What follows belongs to an exercise in optimizing a design on an open flow for small area and few clock cycles per item; a production flow would make more cautious choices.

==> inputs of 07-13 <==
==> flow/design.v (excerpt) <==
module mul_op #(parameter INPUTS = 2,
		parameter OUTPUTS = 1,
		parameter DATA_IN_SIZE = 32,
		parameter DATA_OUT_SIZE = 32)
		(
		input clk,
		input rst,
		input [INPUTS * (DATA_IN_SIZE)- 1 : 0]data_in_bus,
		input [INPUTS - 1 : 0]valid_in_bus,
		output [INPUTS - 1 : 0] ready_in_bus,
		output [OUTPUTS * (DATA_OUT_SIZE) - 1 : 0]data_out_bus,
		output [OUTPUTS - 1 : 0]valid_out_bus,
		input 	[OUTPUTS - 1 : 0] ready_out_bus
);
export LEC_CHECK = 0
export ABC_AREA = 1
export CAP_MARGIN = 20
export CORE_MARGIN = 2
export CORE_UTILIZATION = 60
export CTS_BUF_LIST = sky130_fd_sc_hd__clkbuf_8
export GPL_TIMING_DRIVEN = 0
export PLACE_DENSITY = 0.75
export SLEW_MARGIN = 20
export SYNTH_HIERARCHICAL = 1
create_clock -name core_clock -period 8.0 [get_ports {clk}]
standard.sh (not shown) runs the stock make flow with config.mk's settings and CLKGATE_MAP_FILE= SYNTH_SCRIPT=/design/flow/synth_recipe.tcl, a recipe that flattens the netlist after the stock synthesis.
==> flow/flow/run.sh <==
#!/bin/bash
# The standard layout (standard.sh) with three changes to how it is made:
#  - ABC's area script for the synthesis's technology mapping is flow/abc_area.script
#    (run from a copy of ORFS's scripts folder that differs only in that file);
#  - the port buffers are made from the smallest buffer cell, buf_1;
#  - clock tree synthesis uses clkbuf_8 for its root and tree buffers and adds no dummy loads.
# The synthesis is otherwise the standard one (synth_recipe.tcl), so the registers
# and their names are the standard synthesis's.
set -euo pipefail
cd "$(dirname "$0")/.."
W=$PWD
rm -rf "$W/scripts_abc"
cp -r "$FLOW_HOME/scripts" "$W/scripts_abc"
cp "$W/flow/abc_area.script" "$W/scripts_abc/abc_area.script"
diff -r "$FLOW_HOME/scripts" "$W/scripts_abc" > scripts_diff.log 2>&1 || true
bash standard.sh "SCRIPTS_DIR=$W/scripts_abc" 'BUFFER_PORTS_ARGS=-buffer_cell sky130_fd_sc_hd__buf_1' \
  'CTS_ARGS=-sink_clustering_enable -repair_clock_nets -root_buf sky130_fd_sc_hd__clkbuf_8 -buf_list sky130_fd_sc_hd__clkbuf_8 -dont_use_dummy_load' finish > standard_sh.log 2>&1 || { tail -50 standard_sh.log; exit 1; }
tail -5 standard_sh.log
ls -l out/final.def
==> flow/flow/abc_area.script <==
strash
dch
map -a
topo
==> inputs of 05-06, as changes to 07-13 <==
--- a/flow/design.v
+++ b/flow/design.v
@@ -668,129 +668,11 @@
   fa_cell us431 (.a(c373), .b(s374), .ci(s318), .s(s431), .co(c432));
   fa_cell us433 (.a(c375), .b(s376), .ci(s322), .s(s433), .co(c434));
   assign s435 = c377 ^ s378 ^ s325;
   assign x = {c434, c432, c430, c428, c426, c424, c422, c420, c418, c416, c414, c412, c410, c408, c406, c404, c402, c400, c398, c396, c394, c392, c390, c388, c386, c384, c382, c380, s379, pp0_2, pn0, pp0_0};
   assign y = {s435, s433, s431, s429, s427, s425, s423, s421, s419, s417, s415, s413, s411, s409, s407, s405, s403, s401, s399, s397, s395, s393, s391, s389, s387, s385, s383, s381, pp1_1, pp1_0, pp0_1, 1'b0};
-  wire [31:0] g, t, cg, cp;
-  assign g = x & y;
-  assign t = x ^ y;
-  wire [7:0] rc;
-  assign rc[0] = 1'b0;
-  ha_cell ur1 (.a(x[1]), .b(y[1]), .s(p[1]), .co(rc[1]));
-  fa_cell ur2 (.a(x[2]), .b(y[2]), .ci(rc[1]), .s(p[2]), .co(rc[2]));
-  fa_cell ur3 (.a(x[3]), .b(y[3]), .ci(rc[2]), .s(p[3]), .co(rc[3]));
-  fa_cell ur4 (.a(x[4]), .b(y[4]), .ci(rc[3]), .s(p[4]), .co(rc[4]));
-  fa_cell ur5 (.a(x[5]), .b(y[5]), .ci(rc[4]), .s(p[5]), .co(rc[5]));
-  fa_cell ur6 (.a(x[6]), .b(y[6]), .ci(rc[5]), .s(p[6]), .co(rc[6]));
-  fa_cell ur7 (.a(x[7]), .b(y[7]), .ci(rc[6]), .s(p[7]), .co(rc[7]));
-  wire pg1 = g[8] | (t[8] & rc[7]);
-  wire pp1 = t[8] & 1'b0;
-  wire pg2 = g[10] | (t[10] & g[9]);
-  wire pp2 = t[10] & t[9];
-  wire pg3 = g[12] | (t[12] & g[11]);
-  wire pp3 = t[12] & t[11];
-  wire pg4 = g[14] | (t[14] & g[13]);
-  wire pp4 = t[14] & t[13];
-  wire pg5 = g[16] | (t[16] & g[15]);
-  wire pp5 = t[16] & t[15];
-  wire pg6 = g[18] | (t[18] & g[17]);
-  wire pp6 = t[18] & t[17];
-  wire pg7 = g[20] | (t[20] & g[19]);
-  wire pp7 = t[20] & t[19];
-  wire pg8 = g[22] | (t[22] & g[21]);
-  wire pp8 = t[22] & t[21];
-  wire pg9 = g[24] | (t[24] & g[23]);
-  wire pp9 = t[24] & t[23];
-  wire pg10 = g[26] | (t[26] & g[25]);
-  wire pp10 = t[26] & t[25];
-  wire pg11 = g[28] | (t[28] & g[27]);
-  wire pp11 = t[28] & t[27];
-  wire pg12 = g[30] | (t[30] & g[29]);
-  wire pp12 = t[30] & t[29];
-  wire pg13 = pg2 | (pp2 & pg1);
-  wire pp13 = pp2 & pp1;
-  wire pg14 = pg4 | (pp4 & pg3);
-  wire pp14 = pp4 & pp3;
-  wire pg15 = pg6 | (pp6 & pg5);
-  wire pp15 = pp6 & pp5;
-  wire pg16 = pg8 | (pp8 & pg7);
-  wire pp16 = pp8 & pp7;
-  wire pg17 = pg10 | (pp10 & pg9);
-  wire pp17 = pp10 & pp9;
-  wire pg18 = pg12 | (pp12 & pg11);
-  wire pp18 = pp12 & pp11;
-  wire pg19 = pg14 | (pp14 & pg13);
-  wire pp19 = pp14 & pp13;
-  wire pg20 = pg16 | (pp16 & pg15);
-  wire pp20 = pp16 & pp15;
-  wire pg21 = pg18 | (pp18 & pg17);
-  wire pp21 = pp18 & pp17;
-  wire pg22 = pg20 | (pp20 & pg19);
-  wire pp22 = pp20 & pp19;
-  wire pg23 = pg21 | (pp21 & pg22);
-  wire pp23 = pp21 & pp22;
-  wire pg24 = pg15 | (pp15 & pg19);
-  wire pp24 = pp15 & pp19;
-  wire pg25 = pg17 | (pp17 & pg22);
-  wire pp25 = pp17 & pp22;
-  wire pg26 = pg3 | (pp3 & pg13);
-  wire pp26 = pp3 & pp13;
-  wire pg27 = pg5 | (pp5 & pg19);
-  wire pp27 = pp5 & pp19;
-  wire pg28 = pg7 | (pp7 & pg24);
-  wire pp28 = pp7 & pp24;
-  wire pg29 = pg9 | (pp9 & pg22);
-  wire pp29 = pp9 & pp22;
-  wire pg30 = pg11 | (pp11 & pg25);
-  wire pp30 = pp11 & pp25;
-  wire pg31 = g[9] | (t[9] & pg1);
-  wire pp31 = t[9] & pp1;
-  wire pg32 = g[11] | (t[11] & pg13);
-  wire pp32 = t[11] & pp13;
-  wire pg33 = g[13] | (t[13] & pg26);
-  wire pp33 = t[13] & pp26;
-  wire pg34 = g[15] | (t[15] & pg19);
-  wire pp34 = t[15] & pp19;
-  wire pg35 = g[17] | (t[17] & pg27);
-  wire pp35 = t[17] & pp27;
-  wire pg36 = g[19] | (t[19] & pg24);
-  wire pp36 = t[19] & pp24;
-  wire pg37 = g[21] | (t[21] & pg28);
-  wire pp37 = t[21] & pp28;
-  wire pg38 = g[23] | (t[23] & pg22);
-  wire pp38 = t[23] & pp22;
-  wire pg39 = g[25] | (t[25] & pg29);
-  wire pp39 = t[25] & pp29;
-  wire pg40 = g[27] | (t[27] & pg25);
-  wire pp40 = t[27] & pp25;
-  wire pg41 = g[29] | (t[29] & pg30);
-  wire pp41 = t[29] & pp30;
-  assign p[0] = t[0];
-  assign p[8] = t[8] ^ rc[7];
-  assign p[9] = t[9] ^ pg1;
-  assign p[10] = t[10] ^ pg31;
-  assign p[11] = t[11] ^ pg13;
-  assign p[12] = t[12] ^ pg32;
-  assign p[13] = t[13] ^ pg26;
-  assign p[14] = t[14] ^ pg33;
-  assign p[15] = t[15] ^ pg19;
-  assign p[16] = t[16] ^ pg34;
-  assign p[17] = t[17] ^ pg27;
-  assign p[18] = t[18] ^ pg35;
-  assign p[19] = t[19] ^ pg24;
-  assign p[20] = t[20] ^ pg36;
-  assign p[21] = t[21] ^ pg28;
-  assign p[22] = t[22] ^ pg37;
-  assign p[23] = t[23] ^ pg22;
-  assign p[24] = t[24] ^ pg38;
-  assign p[25] = t[25] ^ pg29;
-  assign p[26] = t[26] ^ pg39;
-  assign p[27] = t[27] ^ pg25;
-  assign p[28] = t[28] ^ pg40;
-  assign p[29] = t[29] ^ pg30;
-  assign p[30] = t[30] ^ pg41;
-  assign p[31] = t[31] ^ pg23;
+  assign p = x + y;
 endmodule
 module fa_cell (input a, input b, input ci, output s, output co);
   assign s = a ^ b ^ ci;
   assign co = (a & b) | (a & ci) | (b & ci);
 endmodule
==> flow/run.sh (new file) <==
#!/bin/bash
# synth_recipe.tcl (not shown) runs the flow's synth.tcl, then flattens the netlist and writes it again
# the make line also repeats each setting of config.mk as NAME=value (left out here)
make -C /OpenROAD-flow-scripts/flow DESIGN_CONFIG=/design/flow/config.mk WORK_HOME=/design/flow/orfs CLKGATE_MAP_FILE= SYNTH_SCRIPT=/design/flow/synth_recipe.tcl finish
==> flow/config.mk (replaced) <==
export PLATFORM = sky130hd
export DESIGN_NAME = mul_op
export DESIGN_NICKNAME = mul_op
export VERILOG_FILES = /design/flow/design.v
export SDC_FILE = /design/flow/constraint.sdc
export NUM_CORES = 4
export LEC_CHECK = 0
export ABC_AREA = 1
export CAP_MARGIN = 0
export CORE_MARGIN = 2
export CORE_UTILIZATION = 65
export SLEW_MARGIN = 0
export SYNTH_HIERARCHICAL = 1
removed: flow/flow/run.sh
removed: flow/flow/abc_area.script
removed: flow/standard.sh
==> comparison table <==
item	07-13	05-06
Outcome	complete, no violations	complete, no violations
Share of synthesized cell area in full adder, half adder and majority cells	43.3%	35.9%
Compound-Gate Fraction of Synth Area	16.4%	16.2%
Final Non-Filler Cells	1,466	1,840
Clock insertion delay at the later pin of the skew report	340 ps	280 ps
Worst hold slack across all endpoints	826 ps	1020 ps
Post-route fraction of the period consumed by the critical path	96.6%	92.5%
Sequential element share of the synthesized area	9.00%	7.87%
Data arrival time of the critical path	7790 ps	7440 ps
Detail Route met3 WL	3.03 mm	4.62 mm
Die Span X	139 um	143 um
Share of synthesized cell area in and, or, nand and nor gates	3.95%	11.5%
Post-CTS Setup Repair Bufs	16	0
Met2 wirelength from detailed routing	15.2 mm	17.4 mm
Routed via count	9,531	11,826
Clock root cell	sky130_fd_sc_hd__clkbuf_8	sky130_fd_sc_hd__clkbuf_16
Cell Area, Synth	0.0110 mm^2	0.0125 mm^2
Worst Max-Slew Pin Slew	1160 ps	842 ps
Post-route met1 wirelength	11.9 mm	14.5 mm
Height of the die	139 um	143 um
Core utilization of the finished layout	68.8%	74.6%
Slowest CP cell	sky130_fd_sc_hd__a21oi_1	sky130_fd_sc_hd__clkdlybuf4s50_1
Function was not checked in any run of this note: the RTL went through the layout flow alone.

## port drivers added, routing unchanged
The flow's constraints put no driver on any port. The routed layouts listed below were extracted and timed again, unchanged, in two steps. Step 1: set_driving_cell puts a clkbuf_16 on clk and a buf_2 on each other input, an assumption about the parent block. Step 2 times the ports against the registers' clock, not the clock port: input delays grow and output delays shrink by t, the midpoint of the rising clock arrivals with the driver on. Slacks: ideal / step 1 / step 2; pairs: ideal / step 1.
| run | shift t [ns] | setup slack, ns | worst hold slack (ns) | worst setup path at the end |
|---|---|---|---|---|
| 07-13 | 0.362 | 0.271 / 0.280 / -0.082 | 0.826 / 0.826 / 0.826 | input to register |
| 05-06 | 0.309 | 0.598 / 0.609 / 0.300 | 1.015 / 1.015 / 1.015 | input to register |
Met with ideal ports but missed after step 2: setup timing in 07-13. The setup slack of 07-13, which loses most, moves by +0.009 ns with the drivers and by -0.353 ns with both steps.
